Context: an optimization exercise on an open-source flow, tuned for small area. The choices shown serve that exercise and are no tape-out recipe. Only simulation tests tie the RTL to the original design; equivalence was not proved. No activity file was given, so power comes from the tool's default toggle rates.

**flow/flow/run.sh**
```bash
#!/bin/bash
# Standard ORFS flow (the standard.sh) with these changes:
#  - synthesis maps logic with ABC's area mapper (flow/abc.script) instead of
#    ORFS's delay-oriented script; everything else in synthesis is unchanged
#    (synth_recipe.tcl and ORFS's synth.tcl, with only the abc call edited);
#  - Yosys synth runs without its own early abc pass (SYNTH_ARGS=-noabc), so
#    the full adders written in the RTL reach extract_fa unchanged;
#  - the port buffers are made from the smallest buffer cell.
# ORFS writes each step's own log under orfs/logs/; make's output goes to
# make_finish.log.
set -euo pipefail
HERE=$PWD
sed "s#^  log_cmd abc {\*}\$abc_args\$#  log_cmd abc {*}[lreplace \$abc_args 1 1 $HERE/flow/abc.script]#" \
  "$FLOW_HOME/scripts/synth.tcl" > synth_custom.tcl
grep -q "flow/abc.script" synth_custom.tcl
sed "s#\$::env(SCRIPTS_DIR)/synth.tcl#$HERE/synth_custom.tcl#" synth_recipe.tcl > synth_recipe_custom.tcl
grep -q "synth_custom.tcl" synth_recipe_custom.tcl
bash standard.sh SYNTH_SCRIPT=$HERE/synth_recipe_custom.tcl \
  SYNTH_ARGS=-noabc BUFFER_PORTS_ARGS="-buffer_cell sky130_fd_sc_hd__buf_1" ${FLOW_EXTRA:-} finish > make_finish.log 2>&1
```
**flow/flow/abc.script**
```
strash; &get -n; &st; &dch; &nf -R 1000; &put; topo; stime -c
```
**flow/standard.sh**
```bash
#!/bin/bash
# synth_recipe.tcl (not shown) runs the flow's synth.tcl, then flattens the netlist and writes it again
# the make line also repeats each setting of config.mk as NAME=value (left out here)
make -C /OpenROAD-flow-scripts/flow DESIGN_CONFIG=/design/flow/config.mk WORK_HOME=/design/flow/orfs CLKGATE_MAP_FILE= SYNTH_SCRIPT=/design/flow/synth_recipe.tcl "${@:-finish}"
```
**flow/config.mk**
```make
export PLATFORM = sky130hd
export DESIGN_NAME = DotProduct
export DESIGN_NICKNAME = DotProduct
export VERILOG_FILES = /design/flow/design.v
export SDC_FILE = /design/flow/constraint.sdc
export NUM_CORES = 4
export LEC_CHECK = 0
export CAP_MARGIN = 20
export CORE_MARGIN = 2
export CORE_UTILIZATION = 40
export CTS_BUF_LIST = sky130_fd_sc_hd__clkbuf_4 sky130_fd_sc_hd__clkbuf_8
export PLACE_DENSITY = 0.6
export SLEW_MARGIN = 20
```
**flow/constraint.sdc**
```tcl
create_clock -name core_clock -period 6.0 [get_ports {clk}]
set_input_delay 1.2000 -clock core_clock [delete_from_list [all_inputs] [get_ports {clk}]]
set_output_delay 1.2000 -clock core_clock [all_outputs]
set_load 0.01 [all_outputs]
```
**flow/design.v**
```verilog
module DotProduct(
   input clk,
   input GlobalReset,
   input [18:0] A_0,
   input [18:0] A_1,
   input [18:0] A_2,
   input [18:0] A_3,
   input [18:0] A_4,
   input [18:0] A_5,
   input [18:0] A_6,
   input [18:0] A_7,
   input [18:0] A_8,
   input [18:0] A_9,
   input [9:0] B_0,
   input [9:0] B_1,
   input [9:0] B_2,
   input [9:0] B_3,
   input [9:0] B_4,
   input [9:0] B_5,
   input [9:0] B_6,
   input [9:0] B_7,
   input [9:0] B_8,
   input [9:0] B_9,
   output [25:0] value);
   reg  [4:0] ph;
   always @(posedge clk)
      if (GlobalReset) ph <= 5'd0;
      else             ph <= ph + 5'd1;
   reg  [9:0] selr;
   always @(posedge clk)
      if (GlobalReset) selr <= 10'd1;
      else             selr <= {selr[8:0], ph == 5'd31};
   wire [9:0] sel = selr;
   wire active = |selr;
   wire first  = selr[0];
   wire [18:0] a = ({19{sel[0]}} & A_0) | ({19{sel[1]}} & A_1) | ({19{sel[2]}} & A_2)
                 | ({19{sel[3]}} & A_3) | ({19{sel[4]}} & A_4) | ({19{sel[5]}} & A_5)
                 | ({19{sel[6]}} & A_6) | ({19{sel[7]}} & A_7) | ({19{sel[8]}} & A_8)
                 | ({19{sel[9]}} & A_9);
   wire [9:0]  b = ({10{sel[0]}} & B_0) | ({10{sel[1]}} & B_1) | ({10{sel[2]}} & B_2)
                 | ({10{sel[3]}} & B_3) | ({10{sel[4]}} & B_4) | ({10{sel[5]}} & B_5)
                 | ({10{sel[6]}} & B_6) | ({10{sel[7]}} & B_7) | ({10{sel[8]}} & B_8)
                 | ({10{sel[9]}} & B_9);
   reg  [25:0] acc;
   reg  [9:0] cf;
   reg  [25:0] value_r;
   assign value = value_r;
   wire [25:0] accf = first ? 26'd24117248 : acc;
   wire [9:0] cff = cf & {10{~first}};
   wire [19:0] ax = {a[18], a};
   wire [20:0] ax2 = {a[18], a, 1'b0};
   wire [10:0] bx = {b, 1'b0};
   wire one0 = bx[1] ^ bx[0];
   wire two0 = (bx[2] & ~bx[1] & ~bx[0]) | (~bx[2] & bx[1] & bx[0]);
   wire neg0 = bx[2];
   wire [19:0] x0 = ({20{one0}} & ax | {20{two0}} & ax2[19:0]) ^ {20{neg0}};
   wire ns0 = active & ~x0[19];
   wire one1 = bx[3] ^ bx[2];
   wire two1 = (bx[4] & ~bx[3] & ~bx[2]) | (~bx[4] & bx[3] & bx[2]);
   wire neg1 = bx[4];
   wire [19:0] x1 = ({20{one1}} & ax | {20{two1}} & ax2[19:0]) ^ {20{neg1}};
   wire ns1 = active & ~x1[19];
   wire one2 = bx[5] ^ bx[4];
   wire two2 = (bx[6] & ~bx[5] & ~bx[4]) | (~bx[6] & bx[5] & bx[4]);
   wire neg2 = bx[6];
   wire [19:0] x2 = ({20{one2}} & ax | {20{two2}} & ax2[19:0]) ^ {20{neg2}};
   wire ns2 = active & ~x2[19];
   wire one3 = bx[7] ^ bx[6];
   wire two3 = (bx[8] & ~bx[7] & ~bx[6]) | (~bx[8] & bx[7] & bx[6]);
   wire neg3 = bx[8];
   wire [19:0] x3 = ({20{one3}} & ax | {20{two3}} & ax2[19:0]) ^ {20{neg3}};
   wire ns3 = active & ~x3[19];
   wire one4 = bx[9] ^ bx[8];
   wire two4 = (bx[10] & ~bx[9] & ~bx[8]) | (~bx[10] & bx[9] & bx[8]);
   wire neg4 = bx[10];
   wire [19:0] x4 = ({20{one4}} & ax | {20{two4}} & ax2[19:0]) ^ {20{neg4}};
   wire ns4 = active & ~x4[19];
  wire fs_0_0, fc_0_0;
  assign fs_0_0 = accf[0] ^ neg0 ^ x0[0];
  assign fc_0_0 = (accf[0] & neg0) | (accf[0] & x0[0]) | (neg0 & x0[0]);
  wire fs_1_1, fc_1_1;
  assign fs_1_1 = accf[1] ^ x0[1] ^ fc_0_0;
  assign fc_1_1 = (accf[1] & x0[1]) | (accf[1] & fc_0_0) | (x0[1] & fc_0_0);
  wire fs_2_2, fc_2_2;
  assign fs_2_2 = accf[2] ^ neg1 ^ x0[2];
  assign fc_2_2 = (accf[2] & neg1) | (accf[2] & x0[2]) | (neg1 & x0[2]);
  wire fs_2_3, fc_2_3;
  assign fs_2_3 = x1[0] ^ fs_2_2 ^ fc_1_1;
  assign fc_2_3 = (x1[0] & fs_2_2) | (x1[0] & fc_1_1) | (fs_2_2 & fc_1_1);
  wire fs_3_4, fc_3_4;
  assign fs_3_4 = accf[3] ^ x0[3] ^ x1[1];
  assign fc_3_4 = (accf[3] & x0[3]) | (accf[3] & x1[1]) | (x0[3] & x1[1]);
  wire fs_3_5, fc_3_5;
  assign fs_3_5 = fc_2_2 ^ fs_3_4 ^ fc_2_3;
  assign fc_3_5 = (fc_2_2 & fs_3_4) | (fc_2_2 & fc_2_3) | (fs_3_4 & fc_2_3);
  wire fs_4_6, fc_4_6;
  assign fs_4_6 = accf[4] ^ neg2 ^ x0[4];
  assign fc_4_6 = (accf[4] & neg2) | (accf[4] & x0[4]) | (neg2 & x0[4]);
  wire fs_4_7, fc_4_7;
  assign fs_4_7 = x1[2] ^ x2[0] ^ fc_3_4;
  assign fc_4_7 = (x1[2] & x2[0]) | (x1[2] & fc_3_4) | (x2[0] & fc_3_4);
  wire fs_4_8, fc_4_8;
  assign fs_4_8 = fs_4_6 ^ fs_4_7 ^ fc_3_5;
  assign fc_4_8 = (fs_4_6 & fs_4_7) | (fs_4_6 & fc_3_5) | (fs_4_7 & fc_3_5);
  wire fs_5_9, fc_5_9;
  assign fs_5_9 = accf[5] ^ x0[5] ^ x1[3];
  assign fc_5_9 = (accf[5] & x0[5]) | (accf[5] & x1[3]) | (x0[5] & x1[3]);
  wire fs_5_10, fc_5_10;
  assign fs_5_10 = x2[1] ^ fc_4_6 ^ fs_5_9;
  assign fc_5_10 = (x2[1] & fc_4_6) | (x2[1] & fs_5_9) | (fc_4_6 & fs_5_9);
  wire fs_5_11, fc_5_11;
  assign fs_5_11 = fc_4_7 ^ fs_5_10 ^ fc_4_8;
  assign fc_5_11 = (fc_4_7 & fs_5_10) | (fc_4_7 & fc_4_8) | (fs_5_10 & fc_4_8);
  wire fs_6_12, fc_6_12;
  assign fs_6_12 = accf[6] ^ cff[0] ^ neg3;
  assign fc_6_12 = (accf[6] & cff[0]) | (accf[6] & neg3) | (cff[0] & neg3);
  wire fs_6_13, fc_6_13;
  assign fs_6_13 = x0[6] ^ x1[4] ^ x2[2];
  assign fc_6_13 = (x0[6] & x1[4]) | (x0[6] & x2[2]) | (x1[4] & x2[2]);
  wire fs_6_14, fc_6_14;
  assign fs_6_14 = x3[0] ^ fs_6_12 ^ fc_5_9;
  assign fc_6_14 = (x3[0] & fs_6_12) | (x3[0] & fc_5_9) | (fs_6_12 & fc_5_9);
  wire fs_6_15, fc_6_15;
  assign fs_6_15 = fs_6_13 ^ fc_5_10 ^ fs_6_14;
  assign fc_6_15 = (fs_6_13 & fc_5_10) | (fs_6_13 & fs_6_14) | (fc_5_10 & fs_6_14);
  wire fs_7_16, fc_7_16;
  assign fs_7_16 = accf[7] ^ fc_6_12 ^ x0[7];
  assign fc_7_16 = (accf[7] & fc_6_12) | (accf[7] & x0[7]) | (fc_6_12 & x0[7]);
  wire fs_7_17, fc_7_17;
  assign fs_7_17 = x1[5] ^ x2[3] ^ x3[1];
  assign fc_7_17 = (x1[5] & x2[3]) | (x1[5] & x3[1]) | (x2[3] & x3[1]);
  wire fs_7_18, fc_7_18;
  assign fs_7_18 = fc_6_13 ^ fs_7_16 ^ fs_7_17;
  assign fc_7_18 = (fc_6_13 & fs_7_16) | (fc_6_13 & fs_7_17) | (fs_7_16 & fs_7_17);
  wire fs_7_19, fc_7_19;
  assign fs_7_19 = fc_6_14 ^ fs_7_18 ^ fc_6_15;
  assign fc_7_19 = (fc_6_14 & fs_7_18) | (fc_6_14 & fc_6_15) | (fs_7_18 & fc_6_15);
  wire fs_8_20, fc_8_20;
  assign fs_8_20 = accf[8] ^ neg4 ^ x0[8];
  assign fc_8_20 = (accf[8] & neg4) | (accf[8] & x0[8]) | (neg4 & x0[8]);
  wire fs_8_21, fc_8_21;
  assign fs_8_21 = x1[6] ^ x2[4] ^ x3[2];
  assign fc_8_21 = (x1[6] & x2[4]) | (x1[6] & x3[2]) | (x2[4] & x3[2]);
  wire fs_8_22, fc_8_22;
  assign fs_8_22 = x4[0] ^ fc_7_16 ^ fc_7_17;
  assign fc_8_22 = (x4[0] & fc_7_16) | (x4[0] & fc_7_17) | (fc_7_16 & fc_7_17);
  wire fs_8_23, fc_8_23;
  assign fs_8_23 = fs_8_20 ^ fs_8_21 ^ fc_7_18;
  assign fc_8_23 = (fs_8_20 & fs_8_21) | (fs_8_20 & fc_7_18) | (fs_8_21 & fc_7_18);
  wire fs_8_24, fc_8_24;
  assign fs_8_24 = fs_8_22 ^ fs_8_23 ^ fc_7_19;
  assign fc_8_24 = (fs_8_22 & fs_8_23) | (fs_8_22 & fc_7_19) | (fs_8_23 & fc_7_19);
  wire fs_9_25, fc_9_25;
  assign fs_9_25 = accf[9] ^ cff[1] ^ x0[9];
  assign fc_9_25 = (accf[9] & cff[1]) | (accf[9] & x0[9]) | (cff[1] & x0[9]);
  wire fs_9_26, fc_9_26;
  assign fs_9_26 = x1[7] ^ x2[5] ^ x3[3];
  assign fc_9_26 = (x1[7] & x2[5]) | (x1[7] & x3[3]) | (x2[5] & x3[3]);
  wire fs_9_27, fc_9_27;
  assign fs_9_27 = x4[1] ^ fc_8_20 ^ fc_8_21;
  assign fc_9_27 = (x4[1] & fc_8_20) | (x4[1] & fc_8_21) | (fc_8_20 & fc_8_21);
  wire fs_9_28, fc_9_28;
  assign fs_9_28 = fs_9_25 ^ fs_9_26 ^ fc_8_22;
  assign fc_9_28 = (fs_9_25 & fs_9_26) | (fs_9_25 & fc_8_22) | (fs_9_26 & fc_8_22);
  wire fs_9_29, fc_9_29;
  assign fs_9_29 = fs_9_27 ^ fc_8_23 ^ fs_9_28;
  assign fc_9_29 = (fs_9_27 & fc_8_23) | (fs_9_27 & fs_9_28) | (fc_8_23 & fs_9_28);
  wire fs_10_30, fc_10_30;
  assign fs_10_30 = accf[10] ^ x0[10] ^ x1[8];
  assign fc_10_30 = (accf[10] & x0[10]) | (accf[10] & x1[8]) | (x0[10] & x1[8]);
  wire fs_10_31, fc_10_31;
  assign fs_10_31 = x2[6] ^ x3[4] ^ x4[2];
  assign fc_10_31 = (x2[6] & x3[4]) | (x2[6] & x4[2]) | (x3[4] & x4[2]);
  wire fs_10_32, fc_10_32;
  assign fs_10_32 = fc_9_25 ^ fc_9_26 ^ fs_10_30;
  assign fc_10_32 = (fc_9_25 & fc_9_26) | (fc_9_25 & fs_10_30) | (fc_9_26 & fs_10_30);
  wire fs_10_33, fc_10_33;
  assign fs_10_33 = fs_10_31 ^ fc_9_27 ^ fs_10_32;
  assign fc_10_33 = (fs_10_31 & fc_9_27) | (fs_10_31 & fs_10_32) | (fc_9_27 & fs_10_32);
  wire fs_10_34, fc_10_34;
  assign fs_10_34 = fc_9_28 ^ fs_10_33 ^ fc_9_29;
  assign fc_10_34 = (fc_9_28 & fs_10_33) | (fc_9_28 & fc_9_29) | (fs_10_33 & fc_9_29);
  wire fs_11_35, fc_11_35;
  assign fs_11_35 = accf[11] ^ cff[2] ^ x0[11];
  assign fc_11_35 = (accf[11] & cff[2]) | (accf[11] & x0[11]) | (cff[2] & x0[11]);
  wire fs_11_36, fc_11_36;
  assign fs_11_36 = x1[9] ^ x2[7] ^ x3[5];
  assign fc_11_36 = (x1[9] & x2[7]) | (x1[9] & x3[5]) | (x2[7] & x3[5]);
  wire fs_11_37, fc_11_37;
  assign fs_11_37 = x4[3] ^ fc_10_30 ^ fc_10_31;
  assign fc_11_37 = (x4[3] & fc_10_30) | (x4[3] & fc_10_31) | (fc_10_30 & fc_10_31);
  wire fs_11_38, fc_11_38;
  assign fs_11_38 = fs_11_35 ^ fs_11_36 ^ fc_10_32;
  assign fc_11_38 = (fs_11_35 & fs_11_36) | (fs_11_35 & fc_10_32) | (fs_11_36 & fc_10_32);
  wire fs_11_39, fc_11_39;
  assign fs_11_39 = fs_11_37 ^ fc_10_33 ^ fs_11_38;
  assign fc_11_39 = (fs_11_37 & fc_10_33) | (fs_11_37 & fs_11_38) | (fc_10_33 & fs_11_38);
  wire fs_12_40, fc_12_40;
  assign fs_12_40 = accf[12] ^ x0[12] ^ x1[10];
  assign fc_12_40 = (accf[12] & x0[12]) | (accf[12] & x1[10]) | (x0[12] & x1[10]);
  wire fs_12_41, fc_12_41;
  assign fs_12_41 = x2[8] ^ x3[6] ^ x4[4];
  assign fc_12_41 = (x2[8] & x3[6]) | (x2[8] & x4[4]) | (x3[6] & x4[4]);
  wire fs_12_42, fc_12_42;
  assign fs_12_42 = fc_11_35 ^ fc_11_36 ^ fs_12_40;
  assign fc_12_42 = (fc_11_35 & fc_11_36) | (fc_11_35 & fs_12_40) | (fc_11_36 & fs_12_40);
  wire fs_12_43, fc_12_43;
  assign fs_12_43 = fs_12_41 ^ fc_11_37 ^ fs_12_42;
  assign fc_12_43 = (fs_12_41 & fc_11_37) | (fs_12_41 & fs_12_42) | (fc_11_37 & fs_12_42);
  wire fs_12_44, fc_12_44;
  assign fs_12_44 = fc_11_38 ^ fs_12_43 ^ fc_11_39;
  assign fc_12_44 = (fc_11_38 & fs_12_43) | (fc_11_38 & fc_11_39) | (fs_12_43 & fc_11_39);
  wire fs_13_45, fc_13_45;
  assign fs_13_45 = accf[13] ^ cff[3] ^ x0[13];
  assign fc_13_45 = (accf[13] & cff[3]) | (accf[13] & x0[13]) | (cff[3] & x0[13]);
  wire fs_13_46, fc_13_46;
  assign fs_13_46 = x1[11] ^ x2[9] ^ x3[7];
  assign fc_13_46 = (x1[11] & x2[9]) | (x1[11] & x3[7]) | (x2[9] & x3[7]);
  wire fs_13_47, fc_13_47;
  assign fs_13_47 = x4[5] ^ fc_12_40 ^ fc_12_41;
  assign fc_13_47 = (x4[5] & fc_12_40) | (x4[5] & fc_12_41) | (fc_12_40 & fc_12_41);
  wire fs_13_48, fc_13_48;
  assign fs_13_48 = fs_13_45 ^ fs_13_46 ^ fc_12_42;
  assign fc_13_48 = (fs_13_45 & fs_13_46) | (fs_13_45 & fc_12_42) | (fs_13_46 & fc_12_42);
  wire fs_13_49, fc_13_49;
  assign fs_13_49 = fs_13_47 ^ fc_12_43 ^ fs_13_48;
  assign fc_13_49 = (fs_13_47 & fc_12_43) | (fs_13_47 & fs_13_48) | (fc_12_43 & fs_13_48);
  wire fs_14_50, fc_14_50;
  assign fs_14_50 = accf[14] ^ x0[14] ^ x1[12];
  assign fc_14_50 = (accf[14] & x0[14]) | (accf[14] & x1[12]) | (x0[14] & x1[12]);
  wire fs_14_51, fc_14_51;
  assign fs_14_51 = x2[10] ^ x3[8] ^ x4[6];
  assign fc_14_51 = (x2[10] & x3[8]) | (x2[10] & x4[6]) | (x3[8] & x4[6]);
  wire fs_14_52, fc_14_52;
  assign fs_14_52 = fc_13_45 ^ fc_13_46 ^ fs_14_50;
  assign fc_14_52 = (fc_13_45 & fc_13_46) | (fc_13_45 & fs_14_50) | (fc_13_46 & fs_14_50);
  wire fs_14_53, fc_14_53;
  assign fs_14_53 = fs_14_51 ^ fc_13_47 ^ fs_14_52;
  assign fc_14_53 = (fs_14_51 & fc_13_47) | (fs_14_51 & fs_14_52) | (fc_13_47 & fs_14_52);
  wire fs_14_54, fc_14_54;
  assign fs_14_54 = fc_13_48 ^ fs_14_53 ^ fc_13_49;
  assign fc_14_54 = (fc_13_48 & fs_14_53) | (fc_13_48 & fc_13_49) | (fs_14_53 & fc_13_49);
  wire fs_15_55, fc_15_55;
  assign fs_15_55 = accf[15] ^ cff[4] ^ x0[15];
  assign fc_15_55 = (accf[15] & cff[4]) | (accf[15] & x0[15]) | (cff[4] & x0[15]);
  wire fs_15_56, fc_15_56;
  assign fs_15_56 = x1[13] ^ x2[11] ^ x3[9];
  assign fc_15_56 = (x1[13] & x2[11]) | (x1[13] & x3[9]) | (x2[11] & x3[9]);
  wire fs_15_57, fc_15_57;
  assign fs_15_57 = x4[7] ^ fc_14_50 ^ fc_14_51;
  assign fc_15_57 = (x4[7] & fc_14_50) | (x4[7] & fc_14_51) | (fc_14_50 & fc_14_51);
  wire fs_15_58, fc_15_58;
  assign fs_15_58 = fs_15_55 ^ fs_15_56 ^ fc_14_52;
  assign fc_15_58 = (fs_15_55 & fs_15_56) | (fs_15_55 & fc_14_52) | (fs_15_56 & fc_14_52);
  wire fs_15_59, fc_15_59;
  assign fs_15_59 = fs_15_57 ^ fc_14_53 ^ fs_15_58;
  assign fc_15_59 = (fs_15_57 & fc_14_53) | (fs_15_57 & fs_15_58) | (fc_14_53 & fs_15_58);
  wire fs_16_60, fc_16_60;
  assign fs_16_60 = accf[16] ^ x0[16] ^ x1[14];
  assign fc_16_60 = (accf[16] & x0[16]) | (accf[16] & x1[14]) | (x0[16] & x1[14]);
  wire fs_16_61, fc_16_61;
  assign fs_16_61 = x2[12] ^ x3[10] ^ x4[8];
  assign fc_16_61 = (x2[12] & x3[10]) | (x2[12] & x4[8]) | (x3[10] & x4[8]);
  wire fs_16_62, fc_16_62;
  assign fs_16_62 = fc_15_55 ^ fc_15_56 ^ fs_16_60;
  assign fc_16_62 = (fc_15_55 & fc_15_56) | (fc_15_55 & fs_16_60) | (fc_15_56 & fs_16_60);
  wire fs_16_63, fc_16_63;
  assign fs_16_63 = fs_16_61 ^ fc_15_57 ^ fs_16_62;
  assign fc_16_63 = (fs_16_61 & fc_15_57) | (fs_16_61 & fs_16_62) | (fc_15_57 & fs_16_62);
  wire fs_16_64, fc_16_64;
  assign fs_16_64 = fc_15_58 ^ fs_16_63 ^ fc_15_59;
  assign fc_16_64 = (fc_15_58 & fs_16_63) | (fc_15_58 & fc_15_59) | (fs_16_63 & fc_15_59);
  wire fs_17_65, fc_17_65;
  assign fs_17_65 = accf[17] ^ cff[5] ^ x0[17];
  assign fc_17_65 = (accf[17] & cff[5]) | (accf[17] & x0[17]) | (cff[5] & x0[17]);
  wire fs_17_66, fc_17_66;
  assign fs_17_66 = x1[15] ^ x2[13] ^ x3[11];
  assign fc_17_66 = (x1[15] & x2[13]) | (x1[15] & x3[11]) | (x2[13] & x3[11]);
  wire fs_17_67, fc_17_67;
  assign fs_17_67 = x4[9] ^ fc_16_60 ^ fc_16_61;
  assign fc_17_67 = (x4[9] & fc_16_60) | (x4[9] & fc_16_61) | (fc_16_60 & fc_16_61);
  wire fs_17_68, fc_17_68;
  assign fs_17_68 = fs_17_65 ^ fs_17_66 ^ fc_16_62;
  assign fc_17_68 = (fs_17_65 & fs_17_66) | (fs_17_65 & fc_16_62) | (fs_17_66 & fc_16_62);
  wire fs_17_69, fc_17_69;
  assign fs_17_69 = fs_17_67 ^ fc_16_63 ^ fs_17_68;
  assign fc_17_69 = (fs_17_67 & fc_16_63) | (fs_17_67 & fs_17_68) | (fc_16_63 & fs_17_68);
  wire fs_18_70, fc_18_70;
  assign fs_18_70 = accf[18] ^ x0[18] ^ x1[16];
  assign fc_18_70 = (accf[18] & x0[18]) | (accf[18] & x1[16]) | (x0[18] & x1[16]);
  wire fs_18_71, fc_18_71;
  assign fs_18_71 = x2[14] ^ x3[12] ^ x4[10];
  assign fc_18_71 = (x2[14] & x3[12]) | (x2[14] & x4[10]) | (x3[12] & x4[10]);
  wire fs_18_72, fc_18_72;
  assign fs_18_72 = fc_17_65 ^ fc_17_66 ^ fs_18_70;
  assign fc_18_72 = (fc_17_65 & fc_17_66) | (fc_17_65 & fs_18_70) | (fc_17_66 & fs_18_70);
  wire fs_18_73, fc_18_73;
  assign fs_18_73 = fs_18_71 ^ fc_17_67 ^ fs_18_72;
  assign fc_18_73 = (fs_18_71 & fc_17_67) | (fs_18_71 & fs_18_72) | (fc_17_67 & fs_18_72);
  wire fs_18_74, fc_18_74;
  assign fs_18_74 = fc_17_68 ^ fs_18_73 ^ fc_17_69;
  assign fc_18_74 = (fc_17_68 & fs_18_73) | (fc_17_68 & fc_17_69) | (fs_18_73 & fc_17_69);
  wire fs_19_75, fc_19_75;
  assign fs_19_75 = accf[19] ^ cff[6] ^ ns0;
  assign fc_19_75 = (accf[19] & cff[6]) | (accf[19] & ns0) | (cff[6] & ns0);
  wire fs_19_76, fc_19_76;
  assign fs_19_76 = x1[17] ^ x2[15] ^ x3[13];
  assign fc_19_76 = (x1[17] & x2[15]) | (x1[17] & x3[13]) | (x2[15] & x3[13]);
  wire fs_19_77, fc_19_77;
  assign fs_19_77 = x4[11] ^ fc_18_70 ^ fc_18_71;
  assign fc_19_77 = (x4[11] & fc_18_70) | (x4[11] & fc_18_71) | (fc_18_70 & fc_18_71);
  wire fs_19_78, fc_19_78;
  assign fs_19_78 = fs_19_75 ^ fs_19_76 ^ fc_18_72;
  assign fc_19_78 = (fs_19_75 & fs_19_76) | (fs_19_75 & fc_18_72) | (fs_19_76 & fc_18_72);
  wire fs_19_79, fc_19_79;
  assign fs_19_79 = fs_19_77 ^ fc_18_73 ^ fs_19_78;
  assign fc_19_79 = (fs_19_77 & fc_18_73) | (fs_19_77 & fs_19_78) | (fc_18_73 & fs_19_78);
  wire fs_20_80, fc_20_80;
  assign fs_20_80 = accf[20] ^ x1[18] ^ x2[16];
  assign fc_20_80 = (accf[20] & x1[18]) | (accf[20] & x2[16]) | (x1[18] & x2[16]);
  wire fs_20_81, fc_20_81;
  assign fs_20_81 = x3[14] ^ x4[12] ^ fc_19_75;
  assign fc_20_81 = (x3[14] & x4[12]) | (x3[14] & fc_19_75) | (x4[12] & fc_19_75);
  wire fs_20_82, fc_20_82;
  assign fs_20_82 = fc_19_76 ^ fs_20_80 ^ fc_19_77;
  assign fc_20_82 = (fc_19_76 & fs_20_80) | (fc_19_76 & fc_19_77) | (fs_20_80 & fc_19_77);
  wire fs_20_83, fc_20_83;
  assign fs_20_83 = fs_20_81 ^ fc_19_78 ^ fs_20_82;
  assign fc_20_83 = (fs_20_81 & fc_19_78) | (fs_20_81 & fs_20_82) | (fc_19_78 & fs_20_82);
  wire hs_20_0, hc_20_0;
  assign hs_20_0 = fc_19_79 ^ fs_20_83;
  assign hc_20_0 = fc_19_79 & fs_20_83;
  wire fs_21_84, fc_21_84;
  assign fs_21_84 = accf[21] ^ cff[7] ^ ns1;
  assign fc_21_84 = (accf[21] & cff[7]) | (accf[21] & ns1) | (cff[7] & ns1);
  wire fs_21_85, fc_21_85;
  assign fs_21_85 = x2[17] ^ x3[15] ^ x4[13];
  assign fc_21_85 = (x2[17] & x3[15]) | (x2[17] & x4[13]) | (x3[15] & x4[13]);
  wire fs_21_86, fc_21_86;
  assign fs_21_86 = fc_20_80 ^ fs_21_84 ^ fs_21_85;
  assign fc_21_86 = (fc_20_80 & fs_21_84) | (fc_20_80 & fs_21_85) | (fs_21_84 & fs_21_85);
  wire fs_21_87, fc_21_87;
  assign fs_21_87 = fc_20_81 ^ fs_21_86 ^ fc_20_82;
  assign fc_21_87 = (fc_20_81 & fs_21_86) | (fc_20_81 & fc_20_82) | (fs_21_86 & fc_20_82);
  wire hs_21_1, hc_21_1;
  assign hs_21_1 = fc_20_83 ^ fs_21_87;
  assign hc_21_1 = fc_20_83 & fs_21_87;
  wire fs_22_88, fc_22_88;
  assign fs_22_88 = accf[22] ^ x2[18] ^ x3[16];
  assign fc_22_88 = (accf[22] & x2[18]) | (accf[22] & x3[16]) | (x2[18] & x3[16]);
  wire fs_22_89, fc_22_89;
  assign fs_22_89 = x4[14] ^ fc_21_84 ^ fc_21_85;
  assign fc_22_89 = (x4[14] & fc_21_84) | (x4[14] & fc_21_85) | (fc_21_84 & fc_21_85);
  wire fs_22_90, fc_22_90;
  assign fs_22_90 = fs_22_88 ^ fc_21_86 ^ fs_22_89;
  assign fc_22_90 = (fs_22_88 & fc_21_86) | (fs_22_88 & fs_22_89) | (fc_21_86 & fs_22_89);
  wire fs_22_91, fc_22_91;
  assign fs_22_91 = fs_22_90 ^ fc_21_87 ^ hc_21_1;
  assign fc_22_91 = (fs_22_90 & fc_21_87) | (fs_22_90 & hc_21_1) | (fc_21_87 & hc_21_1);
  wire fs_23_92, fc_23_92;
  assign fs_23_92 = accf[23] ^ cff[8] ^ ns2;
  assign fc_23_92 = (accf[23] & cff[8]) | (accf[23] & ns2) | (cff[8] & ns2);
  wire fs_23_93, fc_23_93;
  assign fs_23_93 = x3[17] ^ x4[15] ^ fc_22_88;
  assign fc_23_93 = (x3[17] & x4[15]) | (x3[17] & fc_22_88) | (x4[15] & fc_22_88);
  wire fs_23_94, fc_23_94;
  assign fs_23_94 = fs_23_92 ^ fc_22_89 ^ fs_23_93;
  assign fc_23_94 = (fs_23_92 & fc_22_89) | (fs_23_92 & fs_23_93) | (fc_22_89 & fs_23_93);
  wire hs_23_2, hc_23_2;
  assign hs_23_2 = fc_22_90 ^ fs_23_94;
  assign hc_23_2 = fc_22_90 & fs_23_94;
  wire fs_24_95, fc_24_95;
  assign fs_24_95 = accf[24] ^ x3[18] ^ x4[16];
  assign fc_24_95 = (accf[24] & x3[18]) | (accf[24] & x4[16]) | (x3[18] & x4[16]);
  wire fs_24_96, fc_24_96;
  assign fs_24_96 = fc_23_92 ^ fs_24_95 ^ fc_23_93;
  assign fc_24_96 = (fc_23_92 & fs_24_95) | (fc_23_92 & fc_23_93) | (fs_24_95 & fc_23_93);
  wire fs_24_97, fc_24_97;
  assign fs_24_97 = fc_23_94 ^ fs_24_96 ^ hc_23_2;
  assign fc_24_97 = (fc_23_94 & fs_24_96) | (fc_23_94 & hc_23_2) | (fs_24_96 & hc_23_2);
  wire xs_25_3;
  assign xs_25_3 = accf[25] ^ cff[9];
  wire xs_25_4;
  assign xs_25_4 = xs_25_3 ^ ns3;
  wire xs_25_5;
  assign xs_25_5 = x4[17] ^ xs_25_4;
  wire xs_25_6;
  assign xs_25_6 = xs_25_5 ^ fc_24_95;
  wire xs_25_7;
  assign xs_25_7 = xs_25_6 ^ fc_24_96;
   wire [25:0] sum = {xs_25_7, fs_24_97, hs_23_2, fs_22_91, hs_21_1, hs_20_0, fs_19_79, fs_18_74, fs_17_69, fs_16_64, fs_15_59, fs_14_54, fs_13_49, fs_12_44, fs_11_39, fs_10_34, fs_9_29, fs_8_24, fs_7_19, fs_6_15, fs_5_11, fs_4_8, fs_3_5, fs_2_3, fs_1_1, fs_0_0};
   wire [9:0] cnext = {fc_24_97, fc_22_91, hc_20_0, fc_18_74, fc_16_64, fc_14_54, fc_12_44, fc_10_34, fc_8_24, fc_5_11};
   always @(posedge clk) begin
      acc <= sum;
      cf <= cnext;
      if (ph == 5'd29) value_r <= acc;
   end
endmodule
```
==> impl_metrics.yaml, run 1 <==
grt:
  grt_max_degree: 31
  antenna_found_initial: 5
  grt_pass1_wl_um: 43000
  grt_usage_pct: 31.3
  grt_pass1_vias: 7429
  grt.overflow.total: 0
setup_path:
  cp.arrival_ns: 5.68
  critPathKind: "in -> reg"
  r2r_end: "acc[14]$_DFF_P_"
  max_stage_delay_ns: 0.47
  path_cells: "buf_1 > a222oi_1 > nand4_1 > a221o_1 > a221oi_4 > buf_4 > buf_4 > o21ai_2 > o22ai_1 > xnor2_1 > fa_1 > fa_1 > fa_1 > fa_1 > fa_1"
  reg2reg_slack_ns: 0.68
  slowest_stage: "fa_1"
  worstPathMaxFanout: 19
  rr_worst_depth: 14
  cp.required_ns: 6.28
  path_common_cell: "fa_1"
  critPathBufInv: 3
  cp-end-kind: "register"
  cp-start-kind: "input pin"
  crit_cells: 15
  r2r-start: "selr[2]$_SDFF_PP0_"
  cp-endpoint: "acc[14]$_DFF_P_"
  critPathTopFamily: "adder cells"
  critPathLaunch: "B_2[5]"
sta:
  fin_tns_setup_ns: 0
  report.final.slew_viol_count: 0
  fin_crit_ns: 5.41
  slew_headroom_pct: 36.4
  period_share_pct: 90.1
  hold_viol: 0
  worstMarginPinSlew_ns: 0.954
  clock.fmax_ghz: 0.185
  setup_slack_ns: 0.592
  rsz0062_at_grt: "no"
  setup_violations: 0
  fin_skew_ns: 0.0103
place:
  dpl.hpwl_um: 23000
  numPortBuffers: 317
  gp_congestion: 0.978
  dp_slack_ns: 0.181
power_and_ir_drop:
  vdd_ir_drop_max_v: 0.000249
  switching_share_pct: 42.9
  power.total_mw: 3.94
  p_comb_share_pct: 68.7
  power-per-cell-area_mw_per_mm2: 428
  power.internal_mw: 2.25
  power_frac_seq_pct: 21.8
  pwr-share-clk_pct: 9.6
  switchingPower_mw: 1.69
  p_leak_nw: 2.99
clocking:
  clkSlewWorstSetupHoldPaths_ns: 0.08
  post_cts_buffers: 0
  numCtsBuffers: 9
  clock_path_buffers: 2
  cts_hold_buffers: 0
  cts.root.buffer_cell: "clkbuf_8"
  cts_tree: "yes"
  clock-sinks: 77
  cts-resized-gates: 0
  insertion_delay_ns: 0.40
  h-tree-depth: 3
floorplanning:
  start_util_pct: 41.0
  die_x_um: 137
  io_pins: 318
  core-area_mm2: 0.0174
  die_h_um: 137
  die_area_mm2: 0.0189
  rows: 48
yosys:
  yosysMostFrequentCell: "xnor2_1"
  syn_nets: 1015
  syn_inst: 618
  seq_area_frac_synth_pct: 25.3
  yosysUniqueCellTypes: 28
  ys_ff_latch: 77
  synthArstFlopShare_pct: 0
  synth_enable_flop_cells: 26
  synth_commonest_cells: "xnor2_1 (100), fa_1 (98), o22ai_1 (89), a222oi_1 (81), dfxtp_1 (51)"
  synth.avg_cell_area_um2: 11.5
  syn-cell-area_mm2: 0.00712
  synth_top_area_share_pct: 27.6
  synth.area.top_cells: "fa_1 (28%), dfxtp_1 (14%), xnor2_1 (12%)"
  yosysTopAreaCell: "fa_1"
  synth_ff_type: "dfxtp_1"
  synth_warnings: 1
hold_path:
  hold_class: "reg -> reg"
route:
  num_vias: 7385
  drc_errors: 0
  wl_per_cell_um: 23.5
  initialDrtViolationCount: 1038
  wl_um: 28600
  vias_per_cell: 6.07
  firstDrtPassIters: 12
  antenna_left: 0
run:
  cap_violations: 0
finish:
  drive_above_1_share_pct: 8.81
  area_growth_pct: 29.3
  nets: 1379
status:
  outcome: "timing/DRC/antenna clean"
[layout by cell type, fill, tap and decap left out, types with 3 or more instances in the layout]
cell	count
o22ai_1	85
edfxtp_1	26
nand2_1	9
a222oi_1	81
clkinv_1	6
o22ai_2	4
a21boi_0	26
or2_0	5
buf_1	317
a211oi_1	3
a22oi_1	3
buf_4	36
nor2_1	14
clkbuf_8	9
and3_1	23
diode_2	5
clkinv_4	3
nand3_1	4
xnor2_1	99
o21ai_2	3
xor2_1	4
a21oi_1	7
nor2b_1	40
fa_2	18
dfxtp_1	50
fa_1	80
ha_1	6
[cell families after synthesis]
family | share of synthesized area (%)
adders and majority gates | 28.8
AOI/OAI and AO/OA | 24.1
and+or+nand+nor | 8.19
muxes | 0.281
xor gates and xnor gates | 12.9
DFF | 25.3
buffers and inverters | 0.369
[state kept, by name (all words and copies together), names as in the netlist]
signal,flops
acc,26
cf,10
ph,5
selr,10
value_r,26
[layer usage]
metal | vias up | part of all wire [%] | track usage, %
met5 | - | 0 | 0
met4 | 0 | 5.9 | 17.9
met3 | 71 | 7.7 | 6.84
met2 | 425 | 48 | 51.0
met1 | 3652 | 38 | 38.4
li1 | 3237 | - | -
[worst reg2reg max path: stages (launching register included)]
cell	delay [ns]
dfxtp_1	0.83
a222oi_1	0.26
nand4_1	0.16
a221o_1	0.17
a221oi_4	0.06
buf_4	0.19
buf_4	0.21
o21ai_2	0.69
o22ai_1	0.22
xnor2_1	0.19
fa_1	0.43
fa_1	0.42
fa_1	0.47
fa_1	0.45
fa_1	0.45
[stage by stage]
step	cells	hold slack (ns)	cell area (um2)	util [%]
after floorplan	618	0.401	7260	-
after global placement	1196	0.406	9010	51.9
after detailed placement	1196	0.413	9010	51.9
after CTS	1212	0.434	9190	52.9
after global routing	1217	0.452	9200	53.0
final	1217	0.432	9200	53.0
[worst min-delay path by stage]
stage | from | end | slack (ns) | cells after the start
after floorplan | acc[0]$_DFF_P_ | value_r[0]$_DFFE_PN_ | 0.40 | 0
after global placement | acc[11]$_DFF_P_ | value_r[11]$_DFFE_PN_ | 0.41 | 0
after detailed placement | acc[1]$_DFF_P_ | value_r[1]$_DFFE_PN_ | 0.41 | 0
after CTS | acc[1]$_DFF_P_ | value_r[1]$_DFFE_PN_ | 0.43 | 0
after global routing | acc[13]$_DFF_P_ | value_r[13]$_DFFE_PN_ | 0.45 | 0
final | acc[11]$_DFF_P_ | value_r[11]$_DFFE_PN_ | 0.43 | 0
[power by group through the flow]
stage               clock network [mW]  logic [mW]  registers [mW]
floorplan                            0        2.01           0.847
CTS                              0.385        2.76           0.859
global placement                     0        2.65           0.864
global route                     0.403        3.20           0.875
finish                           0.376        2.71           0.859
detailed placement                   0        2.71           0.869
[layout make-up]
type / count / area (um2)
inverters: 7 / 27.5
repair buffers: 353 / 1460
diodes: 5 / 12.5
clock buffers: 9 / 124
multi-input cells: 534 / 5440
flip-flops and latches: 77 / 1800
well taps: 225 / 282
clock inverters: 7 / 58.8
fillers: 1665 / 8150
==> run 2, diff against run 1 <==
--- a/flow/flow/run.sh
+++ b/flow/flow/run.sh
@@ -7,2 +7,4 @@
 #    the full adders written in the RTL reach extract_fa unchanged;
+#  - timing-driven global placement does not keep the resizer changes it
+#    makes while placing (GPL_KEEP_OVERFLOW=0);
 #  - the port buffers are made from the smallest buffer cell.
@@ -18,2 +20,2 @@
 bash standard.sh SYNTH_SCRIPT=$HERE/synth_recipe_custom.tcl \
-  SYNTH_ARGS=-noabc BUFFER_PORTS_ARGS="-buffer_cell sky130_fd_sc_hd__buf_1" ${FLOW_EXTRA:-} finish > make_finish.log 2>&1
+  SYNTH_ARGS=-noabc GPL_KEEP_OVERFLOW=0 BUFFER_PORTS_ARGS="-buffer_cell sky130_fd_sc_hd__buf_1" ${FLOW_EXTRA:-} finish > make_finish.log 2>&1
==> run 2 against run 1 <==
  * Synthesized cell count did not move
  * Die area unchanged
  * Final area is 0.49% lower
  * Critical path type unchanged
  * Largest power group unchanged
==> impl_metrics.yaml, run 2 <==
status:
  outcome: "timing/DRC/antenna clean"
power_and_ir_drop:
  p_comb_share_pct: 67.9
  p_leak_nw: 2.92
  switching_share_pct: 43.3
  vdd_ir_drop_max_v: 0.000218
  switchingPower_mw: 1.72
  power.internal_mw: 2.25
  pwr-share-clk_pct: 10.0
  power-per-cell-area_mw_per_mm2: 433
  power_frac_seq_pct: 22.1
yosys:
  syn_nets: 1015
  yosysTopAreaCell: "fa_1"
  synth.avg_cell_area_um2: 11.5
  synthArstFlopShare_pct: 0
  seq_area_frac_synth_pct: 25.3
  synth_enable_flop_cells: 26
  syn-cell-area_mm2: 0.00712
  synth_warnings: 1
  ys_ff_latch: 77
  yosysUniqueCellTypes: 28
  synth_commonest_cells: "xnor2_1 (100), fa_1 (98), o22ai_1 (89), a222oi_1 (81), dfxtp_1 (51)"
  synth.area.top_cells: "fa_1 (28%), dfxtp_1 (14%), xnor2_1 (12%)"
  synth_ff_type: "dfxtp_1"
  synth_top_area_share_pct: 27.6
  syn_inst: 618
  yosysMostFrequentCell: "xnor2_1"
run:
  cap_violations: 0
finish:
  layout_common_cells: "buf_1 (317), xnor2_1 (98), o22ai_1 (85)"
  area_growth_pct: 28.7
  nets: 1354
  drive_above_1_share_pct: 7.90
  mostFrequentLayoutCell: "buf_1"
  largestRegisters: "acc: 26 flops, value_r: 26 flops"
route:
  antenna_left: 0
  drc_errors: 0
  wl_per_cell_um: 24.4
  initialDrtViolationCount: 1056
  firstDrtPassIters: 13
  wl_um: 29000
  num_vias: 7123
  vias_per_cell: 5.98
sta:
  fin_tns_setup_ns: 0
  slew_headroom_pct: 40.0
  report.final.slew_viol_count: 0
  period_share_pct: 94.7
  fin_skew_ns: 0.0158
  setup_violations: 0
  whs_ns: 0.425
  fin_crit_ns: 5.68
  rsz0062_at_grt: "no"
  worstMarginPinSlew_ns: 0.899
  clock.fmax_ghz: 0.176
  hold_viol: 0
  setup_slack_ns: 0.319
floorplanning:
  start_util_pct: 41.0
  die_x_um: 137
  die_area_mm2: 0.0189
  rows: 48
  core-area_mm2: 0.0174
  io_pins: 318
  die_h_um: 137
place:
  gp_congestion: 0.966
  dpl.hpwl_um: 22500
  numPortBuffers: 317
  dp_slack_ns: -0.668
setup_path:
  critPathKind: "in -> reg"
  worstPathMaxFanout: 20
  rr_worst_depth: 13
  cp-start-kind: "input pin"
  cp-end-kind: "register"
  cp.arrival_ns: 5.94
  cp.required_ns: 6.26
clocking:
  insertion_delay_ns: 0.39
  cts_tree: "yes"
  numCtsBuffers: 9
  cts_hold_buffers: 0
  h-tree-depth: 3
  cts.root.buffer_cell: "clkbuf_8"
  clkSlewWorstSetupHoldPaths_ns: 0.10
  clock_path_buffers: 2
  clock-sinks: 77
hold_path:
  hold_class: "reg -> reg"
  hold_path_depth: 0
grt:
  antenna_found_initial: 5
  grt.overflow.total: 0
  grt_pass1_vias: 7120
  grt_usage_pct: 31.3
  grt_max_degree: 37
  grt_pass1_wl_um: 42400
[run 2: cell counts after synthesis]
Identical to the previous run, type by type.
[run 2: cell type report]
class / instances / area [um2]
Clock inverter: 7 / 63.8
Timing Repair Buffer: 328 / 1360
Sequential cell: 77 / 1820
Antenna cell: 4 / 10.0
Inverter: 7 / 27.5
Multi-Input combinational cell: 534 / 5470
Tap cell: 225 / 282
Clock buffer: 9 / 124
Fill cell: 1629 / 8200
[run 2: kinds of logic after synthesis]
group / synth area share, %
muxes: 0.281
AOI/OAI and AO/OA: 24.1
xor gates and xnor gates: 12.9
DFF: 25.3
adders and majority gates: 28.8
and+or+nand+nor: 8.19
buffers and inverters: 0.369
[run 2: final timing paths]
path	slack, ns	from	to
min	0.42	acc[17]$_DFF_P_	value_r[17]$_DFFE_PN_
max reg2reg	0.49	selr[2]$_SDFF_PP0_	acc[14]$_DFF_P_
max	0.32	B_2[5]	acc[14]$_DFF_P_
min reg2reg	0.42	acc[17]$_DFF_P_	value_r[17]$_DFFE_PN_
[run 2: worst max-delay path, cell delays in order]
cell and delay [ns]:
buf_1 0.07, a222oi_1 0.31, nand4_1 0.15, a221o_1 0.31, a221oi_4 0.35, buf_8 0.22, xor2_2 0.71, o22ai_1 0.18
xnor2_1 0.19, fa_1 0.43, fa_1 0.42, fa_1 0.48, fa_1 0.45, fa_1 0.46
[run 2: metrics by stage]
stage / utilization, % / power [mW] / instance area (um2) / instances
final: 52.8 / 3.97 / 9160 / 1191
after CTS: 52.5 / 4.00 / 9120 / 1185
after floorplan: - / 2.86 / 7260 / 618
after global placement: 50.3 / 3.49 / 8740 / 1160
after global routing: 52.7 / 4.43 / 9160 / 1190
after detailed placement: 51.4 / 3.58 / 8910 / 1169
[run 2: power by group through the flow]
| stage | Combinational, mW | Clock [mW] | Sequential (mW) |
|---|---|---|---|
| after global placement | 2.60 | 0 | 0.888 |
| after floorplan | 2.01 | 0 | 0.847 |
| final | 2.69 | 0.397 | 0.878 |
| after detailed placement | 2.69 | 0 | 0.887 |
| after CTS | 2.71 | 0.408 | 0.877 |
| after global routing | 3.11 | 0.423 | 0.895 |
[run 2: repair_timing]
item / CTS / global route
hold endpoints to repair: 0 / 0
resized for setup: 4 / 0
endpoints found under the setup margin: 15 / 4
buffers inserted: 0 / 2
pin swaps: 0 / 1
gates cloned: 0 / 0
[run 2: layer usage]
| metal | routed length (um) | vias up | GRT usage [%] |
|---|---|---|---|
| met5 | 0 | - | 0 |
| met4 | 1540 | 0 | 18.2 |
| met3 | 2070 | 69 | 5.89 |
| met2 | 14100 | 415 | 51.0 |
| met1 | 11300 | 3452 | 38.9 |
| li1 | - | 3187 | - |
==> run 3, diff against run 2 <==
--- a/flow/config.mk
+++ b/flow/config.mk
@@ -7,3 +7,3 @@
 export LEC_CHECK = 0
-export CAP_MARGIN = 20
+export CAP_MARGIN = 5
 export CORE_MARGIN = 2
@@ -12,2 +12,2 @@
 export PLACE_DENSITY = 0.6
-export SLEW_MARGIN = 20
+export SLEW_MARGIN = 5
==> run 3 against run 2 <==
  * Still clean
  * Via count rose by 1.7%
  * Core utilization fell by 0.22 points
  * Fmax fell by 0.30%
  * Combinational power fell by 1%
  * Hold slack improved by 0.00079 ns
  * Synthesized area did not move
  * Setup slack got worse by 0.017 ns
  * Sequential share of layout area rose by 0.057 points
  * Register-to-register slack barely moved
  * Sequential cell count did not move
  * Wire length fell by 0.41%
  * Critical path type unchanged
==> impl_metrics.yaml, run 3 <==
grt:
  antenna_found_initial: 3
  grt.overflow.total: 0
  grt_pass1_wl_um: 42500
  groute.layer.met3.usage_pct: 5.92
  grt_pass1_vias: 7185
  use_met1_pct: 39.0
  grt_usage_pct: 31.2
  grt_max_degree: 37
  use_met2_pct: 50.5
  busiest_layer: "met2"
place:
  gp_congestion: 0.966
  numPortBuffers: 317
  dpl.hpwl_um: 22200
  dp_slack_ns: -0.685
setup_path:
  r2r_end: "acc[8]$_DFF_P_"
  rr_worst_depth: 14
  critPathKind: "in -> reg"
  cp-end-kind: "register"
  critPathLaunch: "B_2[3]"
  worstPathMaxFanout: 22
  slowest_stage: "fa_1"
  cp-endpoint: "acc[8]$_DFF_P_"
  critPathBufInv: 3
  cp.arrival_ns: 6.03
  cp.required_ns: 6.33
  crit_cells: 15
  r2r-start: "selr[0]$_SDFF_PP1_"
  reg2reg_slack_ns: 0.48
  path_common_cell: "fa_1"
  cp-start-kind: "input pin"
  path_cells: "buf_1 > a222oi_1 > a21boi_0 > and3_4 > clkinv_1 > a21oi_1 > o21ai_4 > buf_12 > o22ai_1 > xnor2_1 > fa_1 > fa_1 > fa_1 > fa_1 > fa_1"
  critPathTopFamily: "adder cells"
  max_stage_delay_ns: 0.54
power_and_ir_drop:
  p_leak_nw: 2.90
  power-per-cell-area_mw_per_mm2: 434
  vdd_ir_drop_max_v: 0.000209
  switching_share_pct: 42.6
  switchingPower_mw: 1.69
  power_frac_seq_pct: 22.2
  p_comb_share_pct: 67.0
  power.internal_mw: 2.27
  pwr-share-clk_pct: 10.8
clocking:
  numCtsBuffers: 9
  cts.root.buffer_cell: "clkbuf_8"
  insertion_delay_ns: 0.38
  clock_path_buffers: 2
  clkSlewWorstSetupHoldPaths_ns: 0.10
  clock-sinks: 77
  cts_tree: "yes"
  cts_hold_buffers: 0
  h-tree-depth: 3
sta:
  report.final.slew_viol_count: 0
  setup_slack_ns: 0.301
  worstMarginPinSlew_ns: 1.18
  period_share_pct: 95.0
  fin_tns_setup_ns: 0
  setup_violations: 0
  hold_viol: 0
  slew_headroom_pct: 21.4
  rsz0062_at_grt: "no"
  fin_crit_ns: 5.70
  fin_skew_ns: 0.0127
  clock.fmax_ghz: 0.175
  whs_ns: 0.426
route:
  wl_um: 28900
  num_vias: 7246
  vias_per_cell: 6.09
  firstDrtPassIters: 8
  initialDrtViolationCount: 931
  antenna_left: 0
  wl_per_cell_um: 24.3
  drc_errors: 0
yosys:
  syn_nets: 1015
  syn_inst: 618
  seq_area_frac_synth_pct: 25.3
  synth.area.top_cells: "fa_1 (28%), dfxtp_1 (14%), xnor2_1 (12%)"
  yosysTopAreaCell: "fa_1"
  synth_top_family_by_area: "adder cells"
  ys_ff_latch: 77
  yosysUniqueCellTypes: 28
  synth-compound-area-share_pct: 24.1
  synth_warnings: 1
  synthArstFlopShare_pct: 0
  synth.avg_cell_area_um2: 11.5
  synth_ff_type: "dfxtp_1"
  synth_enable_flop_cells: 26
  synthAdderAreaFrac_pct: 28.8
  syn-cell-area_mm2: 0.00712
  yosysMostFrequentCell: "xnor2_1"
  synth-simple-area-share_pct: 8.19
  synthMuxAreaShare_pct: 0.281
  synth_top_area_share_pct: 27.6
  synth_commonest_cells: "xnor2_1 (100), fa_1 (98), o22ai_1 (89), a222oi_1 (81), dfxtp_1 (51)"
  synth_xor_area_share_pct: 12.9
hold_path:
  hold_class: "reg -> reg"
run:
  cap_violations: 0
floorplanning:
  start_util_pct: 41.0
  die_x_um: 137
  rows: 48
  core-area_mm2: 0.0174
  io_pins: 318
  die_area_mm2: 0.0189
  die_h_um: 137
finish:
  drive_above_1_share_pct: 7.51
  area_growth_pct: 28.2
  mostFrequentLayoutCell: "buf_1"
  largestRegisters: "acc: 26 flops, value_r: 26 flops"
  nets: 1351
  layout_common_cells: "buf_1 (317), xnor2_1 (98), o22ai_1 (85)"
status:
  outcome: "timing/DRC/antenna clean"
run 3: cells by family after synthesis:
| family | count (synthesis) |
|---|---|
| and+or+nand+nor | 103 |
| xor gates and xnor gates | 105 |
| AOI/OAI and AO/OA | 219 |
| muxes | 2 |
| buffers and inverters | 7 |
| adders and majority gates | 105 |
| DFF | 77 |
run 3: per-layer routing:
layer,routed length (um),vias up
met2,13900,441
met1,11100,3558
met5,0,-
met4,1660,0
li1,-,3183
met3,2260,64
run 3: power by group through the flow:
stage	clock network [mW]	registers, mW	logic [mW]
global route	0.454	0.894	3.09
global placement	0	0.888	2.60
CTS	0.441	0.878	2.70
floorplan	0	0.847	2.01
finish	0.429	0.879	2.65
detailed placement	0	0.888	2.68
run 3: how the worst min path moves through the flow:
stage,from,end,depth (start not counted)
finish,acc[17]$_DFF_P_,value_r[17]$_DFFE_PN_,0
global route,acc[11]$_DFF_P_,value_r[11]$_DFFE_PN_,0
CTS,acc[17]$_DFF_P_,value_r[17]$_DFFE_PN_,0
detailed placement,acc[17]$_DFF_P_,value_r[17]$_DFFE_PN_,0
global placement,acc[1]$_DFF_P_,value_r[1]$_DFFE_PN_,0
floorplan,acc[0]$_DFF_P_,value_r[0]$_DFFE_PN_,0
run 3: layout make-up:
| type | instances | area, um2 |
|---|---|---|
| Antenna cell | 5 | 12.5 |
| Tap cell | 225 | 282 |
| Fill cell | 1632 | 8240 |
| Clock inverter | 7 | 80.1 |
| Clock buffer | 9 | 124 |
| Sequential cell | 77 | 1810 |
| Inverter | 7 | 27.5 |
| Timing Repair Buffer | 325 | 1310 |
| Multi-Input combinational cell | 534 | 5470 |
run 3: what timing repair did:
| item | 4_1_cts | 5_1_grt |
|---|---|---|
| resized for setup | 5 | 0 |
| buffers inserted | 2 | 1 |
| setup endpoints to repair | 19 | 3 |
| endpoints found under the hold margin | 0 | 0 |
| pin swaps | 0 | 1 |
run 3: metrics by stage:
step / utilization, % / std cells / instance area (um2) / power, mW
finish: 52.5 / 1189 / 9120 / 3.96
CTS: 52.3 / 1183 / 9080 / 4.02
global placement: 50.3 / 1160 / 8740 / 3.49
floorplan: - / 618 / 7260 / 2.86
global route: 52.5 / 1187 / 9110 / 4.44
detailed placement: 50.9 / 1165 / 8840 / 3.57
==> run 4, diff against run 3 <==
--- a/flow/flow/run.sh
+++ b/flow/flow/run.sh
@@ -9,2 +9,4 @@
 #    makes while placing (GPL_KEEP_OVERFLOW=0);
+#  - the floorplan step only removes buffers instead of repairing timing
+#    before placement (REMOVE_ABC_BUFFERS=1); later steps repair as usual;
 #  - the port buffers are made from the smallest buffer cell.
@@ -20,2 +22,2 @@
 bash standard.sh SYNTH_SCRIPT=$HERE/synth_recipe_custom.tcl \
-  SYNTH_ARGS=-noabc GPL_KEEP_OVERFLOW=0 BUFFER_PORTS_ARGS="-buffer_cell sky130_fd_sc_hd__buf_1" ${FLOW_EXTRA:-} finish > make_finish.log 2>&1
+  SYNTH_ARGS=-noabc GPL_KEEP_OVERFLOW=0 REMOVE_ABC_BUFFERS=1 BUFFER_PORTS_ARGS="-buffer_cell sky130_fd_sc_hd__buf_1" ${FLOW_EXTRA:-} finish > make_finish.log 2>&1
==> run 4 against run 3 <==
  * Final cell count increased by 1.0%
  * Critical path type unchanged
  * Setup slack got worse by 0.13 ns
  * Power increased by 0.14%
  * Synthesized area unchanged
  * Register-to-register slack got worse by 0.21 ns
  * Still clean
  * Final area increased by 0.51%
  * Clock power increased by 7.0%
  * Core utilization increased by 0.27 points
  * Die area unchanged
  * Fmax decreased by 2.2%
  * Sequential share of layout area decreased by 0.10 points
  * Critical path depth increased by 1
  * Critical endpoint unchanged
==> impl_metrics.yaml, run 4 <==
route:
  wl_um: 29000
  vias_per_cell: 6.02
  initialDrtViolationCount: 1271
  antenna_left: 0
  num_vias: 7228
  firstDrtPassIters: 12
  drc_errors: 0
  wl_per_cell_um: 24.2
yosys:
  synth_warnings: 1
  ys_ff_latch: 77
  synth_commonest_cells: "xnor2_1 (100), fa_1 (98), o22ai_1 (89), a222oi_1 (81), dfxtp_1 (51)"
  synth_enable_flop_cells: 26
  synth_ff_type: "dfxtp_1"
  syn_inst: 618
  syn-cell-area_mm2: 0.00712
  seq_area_frac_synth_pct: 25.3
  yosysUniqueCellTypes: 28
  synthArstFlopShare_pct: 0
  yosysMostFrequentCell: "xnor2_1"
  synth_top_area_share_pct: 27.6
  yosysTopAreaCell: "fa_1"
  synth.avg_cell_area_um2: 11.5
  synth.area.top_cells: "fa_1 (28%), dfxtp_1 (14%), xnor2_1 (12%)"
place:
  gp_congestion: 0.973
  numPortBuffers: 317
  dpl.hpwl_um: 22000
  dpl.cell_count: 1166
finish:
  drive_above_1_share_pct: 6.57
  fillerInstances: 1599
  area_growth_pct: 28.8
  mostFrequentLayoutCell: "buf_1"
  nets: 1366
  layout.cells.non_filler: 1201
  largestRegisters: "acc: 26 flops, value_r: 26 flops"
  layout_common_cells: "buf_1 (317), xnor2_1 (98), fa_1 (98)"
power_and_ir_drop:
  p_comb_share_pct: 66.3
  p_leak_nw: 2.98
  switchingPower_mw: 1.67
  power-per-cell-area_mw_per_mm2: 433
  pwr-share-clk_pct: 11.6
  power_frac_seq_pct: 22.1
  switching_share_pct: 42.1
  power.internal_mw: 2.30
  power.total_mw: 3.97
  vdd_ir_drop_max_v: 0.000171
hold_path:
  hold_path_depth: 0
  hold_class: "reg -> reg"
sta:
  slew_headroom_pct: 19.3
  whs_ns: 0.426
  rsz0062_at_grt: "no"
  setup_violations: 0
  hold_viol: 0
  fin_crit_ns: 5.83
  clock.fmax_ghz: 0.172
  fin_tns_setup_ns: 0
  period_share_pct: 97.1
  report.final.slew_viol_count: 0
  fin_skew_ns: 0.0133
  worstMarginPinSlew_ns: 1.21
clocking:
  insertion_delay_ns: 0.38
  cts_hold_buffers: 0
  clkSlewWorstSetupHoldPaths_ns: 0.08
  cts_tree: "yes"
  clock_path_buffers: 2
  numCtsBuffers: 9
  cts.root.buffer_cell: "clkbuf_8"
  h-tree-depth: 3
  clock-sinks: 77
floorplanning:
  start_util_pct: 41.0
  core-area_mm2: 0.0174
  die_h_um: 137
  die_x_um: 137
  die_area_mm2: 0.0189
  io_pins: 318
  rows: 48
grt:
  antenna_found_initial: 2
  grt_max_degree: 38
  grt_pass1_wl_um: 42800
  grt.overflow.total: 0
  grt_usage_pct: 31.3
  grt_pass1_vias: 7239
setup_path:
  cp.arrival_ns: 6.08
  critPathKind: "in -> reg"
  cp-end-kind: "register"
  rr_worst_depth: 15
  cp-start-kind: "input pin"
  worstPathMaxFanout: 14
  cp.required_ns: 6.25
run:
  cap_violations: 0
status:
  outcome: "timing/DRC/antenna clean"
-- run 4: power groups by stage --
stage / clock (mW) / combinational (mW) / sequential, mW
after CTS: 0.474 / 2.66 / 0.878
after detailed placement: 0 / 2.64 / 0.888
after global placement: 0 / 2.51 / 0.890
after global routing: 0.493 / 3.15 / 0.891
final: 0.459 / 2.63 / 0.877
after floorplan: 0 / 1.94 / 0.847
-- run 4: through the flow --
stage	setup slack (ns)	cell area, um2	util [%]
2_1_floorplan	-3.06	7120	-
5_1_grt	0.00879	9170	52.8
4_1_cts	-0.0556	9010	51.9
6_report	0.172	9170	52.8
3_3_place_gp	-4.65	8590	49.5
3_5_place_dp	-0.983	8750	50.4
-- run 4: worst max-delay path: stages --
cell	delay, ns
buf_1	0.07
a222oi_1	0.38
a21boi_1	0.34
and3_4	0.43
clkinvlp_4	0.26
a21oi_1	0.28
o21ai_4	0.12
buf_12	0.16
buf_4	0.13
o22ai_1	0.16
xnor2_1	0.17
fa_1	0.51
fa_1	0.48
fa_1	0.48
fa_1	0.43
fa_1	0.47
-- run 4: worst paths after layout --
path,from,slack [ns],end
setup / recovery,B_2[3],0.17,acc[8]$_DFF_P_
hold / removal,acc[11]$_DFF_P_,0.43,value_r[11]$_DFFE_PN_
setup reg to reg,selr[0]$_SDFF_PP1_,0.27,acc[8]$_DFF_P_
hold reg to reg,acc[11]$_DFF_P_,0.43,value_r[11]$_DFFE_PN_
-- run 4: area by class of cell --
class / count / area [um2] / share of cell area, %
antenna: 2 / 5.00 / 0.0546
clock buffer: 10 / 131 / 1.43
clock inverter: 6 / 95.1 / 1.04
inverter: 7 / 30.0 / 0.328
multi-input combinational: 535 / 5410 / 59.0
sequential: 77 / 1810 / 19.8
tap: 225 / 282 / 3.07
timing repair buffer: 339 / 1400 / 15.3
-- run 4: kinds of logic (layout without fill, tap and decap cells) --
kind of cell | after synthesis | after routing | share of synthesized area [%]
flops | 77 | 77 | 25.3
simple gates | 103 | 104 | 8.19
xor+xnor | 105 | 105 | 12.9
fa+ha+maj | 105 | 105 | 28.8
mux | 2 | 2 | 0.281
compound gates | 219 | 219 | 24.1
other cells | 0 | 2 | 0
buf+inv | 7 | 362 | 0.369
-- run 4: layer usage --
metal | up-vias | share of wire [%] | track usage, %
li1 | 3216 | - | -
met1 | 3492 | 38 | 38.4
met2 | 446 | 48 | 51.8
met3 | 74 | 7.3 | 5.04
met4 | 0 | 6.4 | 19.2
met5 | - | 0 | 0
-- run 4: repair_timing --
item	4_1_cts	5_1_grt
pin swaps	1	3
cloned	0	1
setup endpoints to repair	27	15
setup buffers	0	16
hold endpoints to repair	0	0
gates resized for setup	8	5
==> run 5, diff against run 4 <==
--- a/flow/flow/run.sh
+++ b/flow/flow/run.sh
@@ -9,4 +9,4 @@
 #    makes while placing (GPL_KEEP_OVERFLOW=0);
-#  - the floorplan step only removes buffers instead of repairing timing
-#    before placement (REMOVE_ABC_BUFFERS=1); later steps repair as usual;
+#  - after global routing, cells on paths with positive slack are downsized
+#    (RECOVER_POWER=100);
 #  - the port buffers are made from the smallest buffer cell.
@@ -22,2 +22,2 @@
 bash standard.sh SYNTH_SCRIPT=$HERE/synth_recipe_custom.tcl \
-  SYNTH_ARGS=-noabc GPL_KEEP_OVERFLOW=0 REMOVE_ABC_BUFFERS=1 BUFFER_PORTS_ARGS="-buffer_cell sky130_fd_sc_hd__buf_1" ${FLOW_EXTRA:-} finish > make_finish.log 2>&1
+  SYNTH_ARGS=-noabc GPL_KEEP_OVERFLOW=0 RECOVER_POWER=100 BUFFER_PORTS_ARGS="-buffer_cell sky130_fd_sc_hd__buf_1" ${FLOW_EXTRA:-} finish > make_finish.log 2>&1
==> run 5 against run 4 <==
  * Setup slack improved by 0.087 ns
  * First-iteration DRC count down 32%
  * Non-clock buffer count is 14 lower
  * Critical path type unchanged
==> impl_metrics.yaml, run 5 <==
place:
  dp_slack_ns: -0.685
  dpl.hpwl_um: 22200
  gp_congestion: 0.966
  numPortBuffers: 317
sta:
  slew_headroom_pct: 21.8
  fin_crit_ns: 5.74
  hold_viol: 0
  period_share_pct: 95.7
  fin_skew_ns: 0.0136
  rsz0062_at_grt: "no"
  worstMarginPinSlew_ns: 1.17
  whs_ns: 0.428
  clock.fmax_ghz: 0.174
  report.final.slew_viol_count: 0
  setup_violations: 0
  setup_slack_ns: 0.259
clocking:
  clkSlewWorstSetupHoldPaths_ns: 0.09
  cts.root.buffer_cell: "clkbuf_8"
  insertion_delay_ns: 0.38
  cts_tree: "yes"
  h-tree-depth: 3
  numCtsBuffers: 9
  clock-sinks: 77
  clock_path_buffers: 2
  cts_hold_buffers: 0
power_and_ir_drop:
  power-per-cell-area_mw_per_mm2: 434
  power.total_mw: 3.94
  vdd_ir_drop_max_v: 0.000208
  p_leak_nw: 2.90
setup_path:
  rr_worst_depth: 14
  cp.required_ns: 6.33
  r2r_end: "acc[22]$_DFF_P_"
  r2r-start: "selr[0]$_SDFF_PP1_"
  critPathKind: "in -> reg"
  critPathLaunch: "B_2[7]"
  worstPathMaxFanout: 19
  reg2reg_slack_ns: 0.44
  cp-start-kind: "input pin"
  cp-end-kind: "register"
  cp.arrival_ns: 6.07
hold_path:
  min-delay-start: "acc[17]$_DFF_P_"
  hold_path_depth: 0
  hold_end: "value_r[17]$_DFFE_PN_"
  hold_class: "reg -> reg"
finish:
  layout_common_cells: "buf_1 (316), xnor2_1 (98), o22ai_1 (86)"
  ff_latch_area_mm2: 0.00181
  multi_input_area_mm2: 0.00544
  drive_above_1_share_pct: 6.88
  area_growth_pct: 27.8
  fillerInstances: 1638
  nets: 1351
  mostFrequentLayoutCell: "buf_1"
  largestRegisters: "acc: 26 flops, value_r: 26 flops"
grt:
  grt_pass1_wl_um: 42500
  grt_usage_pct: 31.2
  antenna_found_initial: 3
  grt_max_degree: 37
  grt_pass1_vias: 7185
  grt.overflow.total: 0
route:
  drc_errors: 0
  wl_per_cell_um: 24.3
  num_vias: 7223
  wl_um: 28800
  antenna_left: 0
  vias_per_cell: 6.07
  initialDrtViolationCount: 864
  firstDrtPassIters: 14
floorplanning:
  die_h_um: 137
  start_util_pct: 41.0
  die_area_mm2: 0.0189
  die_x_um: 137
  io_pins: 318
  core-area_mm2: 0.0174
  rows: 48
yosys:
  yosysTopAreaCell: "fa_1"
  synth_commonest_cells: "xnor2_1 (100), fa_1 (98), o22ai_1 (89), a222oi_1 (81), dfxtp_1 (51)"
  yosysMostFrequentCell: "xnor2_1"
  synth_top_area_share_pct: 27.6
  synthArstFlopShare_pct: 0
  synth_warnings: 1
  synth.avg_cell_area_um2: 11.5
  yosysUniqueCellTypes: 28
  syn_inst: 618
  seq_area_frac_synth_pct: 25.3
  synth.area.top_cells: "fa_1 (28%), dfxtp_1 (14%), xnor2_1 (12%)"
  ys_ff_latch: 77
  synth_ff_type: "dfxtp_1"
  syn-cell-area_mm2: 0.00712
  synth_enable_flop_cells: 26
  syn_nets: 1015
status:
  outcome: "timing/DRC/antenna clean"
run:
  cap_violations: 0
run 5: cell counts after synthesis:
No cell type changed its count.
run 5: logic make-up after synthesis:
kind of cell | Yosys count | synth area share (%)
AND/OR/NAND/NOR | 103 | 8.19
adder cells (fa/ha/maj) | 105 | 28.8
XOR/XNOR | 105 | 12.9
buffers and inverters | 7 | 0.369
AO/OA/AOI/OAI | 219 | 24.1
flip-flops | 77 | 25.3
multiplexers | 2 | 0.281
run 5: area by class of cell:
class,count,share of cell area [%]
Antenna cell,5,0.138
Inverter,7,0.303
Clock buffer,9,1.36
Clock inverter,7,0.881
Multi-Input combinational cell,534,59.9
Tap cell,225,3.10
Sequential cell,77,20.0
Timing Repair Buffer,325,14.4
run 5: report_power, final:
part / internal, mW / switching [mW]
combinational: 1.27 / 1.37
sequential: 0.794 / 0.0844
clock: 0.199 / 0.231
run 5: how the worst max path moves through the flow:
| stage | endpoint | cells after the start |
|---|---|---|
| 2_1_floorplan | acc[14]$_DFF_P_ | 13 |
| 4_1_cts | acc[8]$_DFF_P_ | 12 |
| 3_3_place_gp | acc[14]$_DFF_P_ | 10 |
| 3_5_place_dp | acc[8]$_DFF_P_ | 13 |
| 5_1_grt | acc[22]$_DFF_P_ | 15 |
| 6_report | acc[22]$_DFF_P_ | 15 |
run 5: critical path, cell delays in order:
cell      delay, ns
buf_1          0.07
a222oi_1       0.33
nand4_1        0.14
a221o_1        0.32
a221oi_4       0.65
mux2i_1        0.19
o21ai_2        0.34
o22ai_1        0.21
xnor2_1        0.22
fa_2           0.38
fa_1           0.42
fa_1           0.47
fa_2           0.40
ha_2           0.18
fa_2           0.52
run 5: per-layer routing:
metal	global-route usage (%)	up-vias	wire length (um)
li1	-	3187	-
met1	39.0	3554	11000
met2	50.5	416	13900
met3	5.92	66	2250
met4	18.3	0	1660
met5	0	-	0
run 5: repair_timing:
| item | in CTS | in global routing |
|---|---|---|
| setup endpoints to repair | 19 | 3 |
| pin swaps | 0 | 1 |
| setup buffers | 2 | 1 |
| gates resized for setup | 5 | 0 |
run 5: per-stage QoR:
stage	utilization, %	std cells	cell area, um2	TNS, ns
2_1_floorplan	-	618	7260	-1.71
3_3_place_gp	50.3	1160	8740	-32.52
3_5_place_dp	50.9	1165	8840	-12.12
4_1_cts	52.3	1183	9080	0
5_1_grt	52.4	1187	9090	0
6_report	52.4	1189	9090	0

Re-timed with assumed drivers on the ports (clkbuf_16 on the clock, buf_2 on other inputs), run 5 has 0.274 ns of setup slack against 0.259 ns with ideal ports, and -0.140 ns once port delays also move by the mid clock arrival of 0.414 ns.
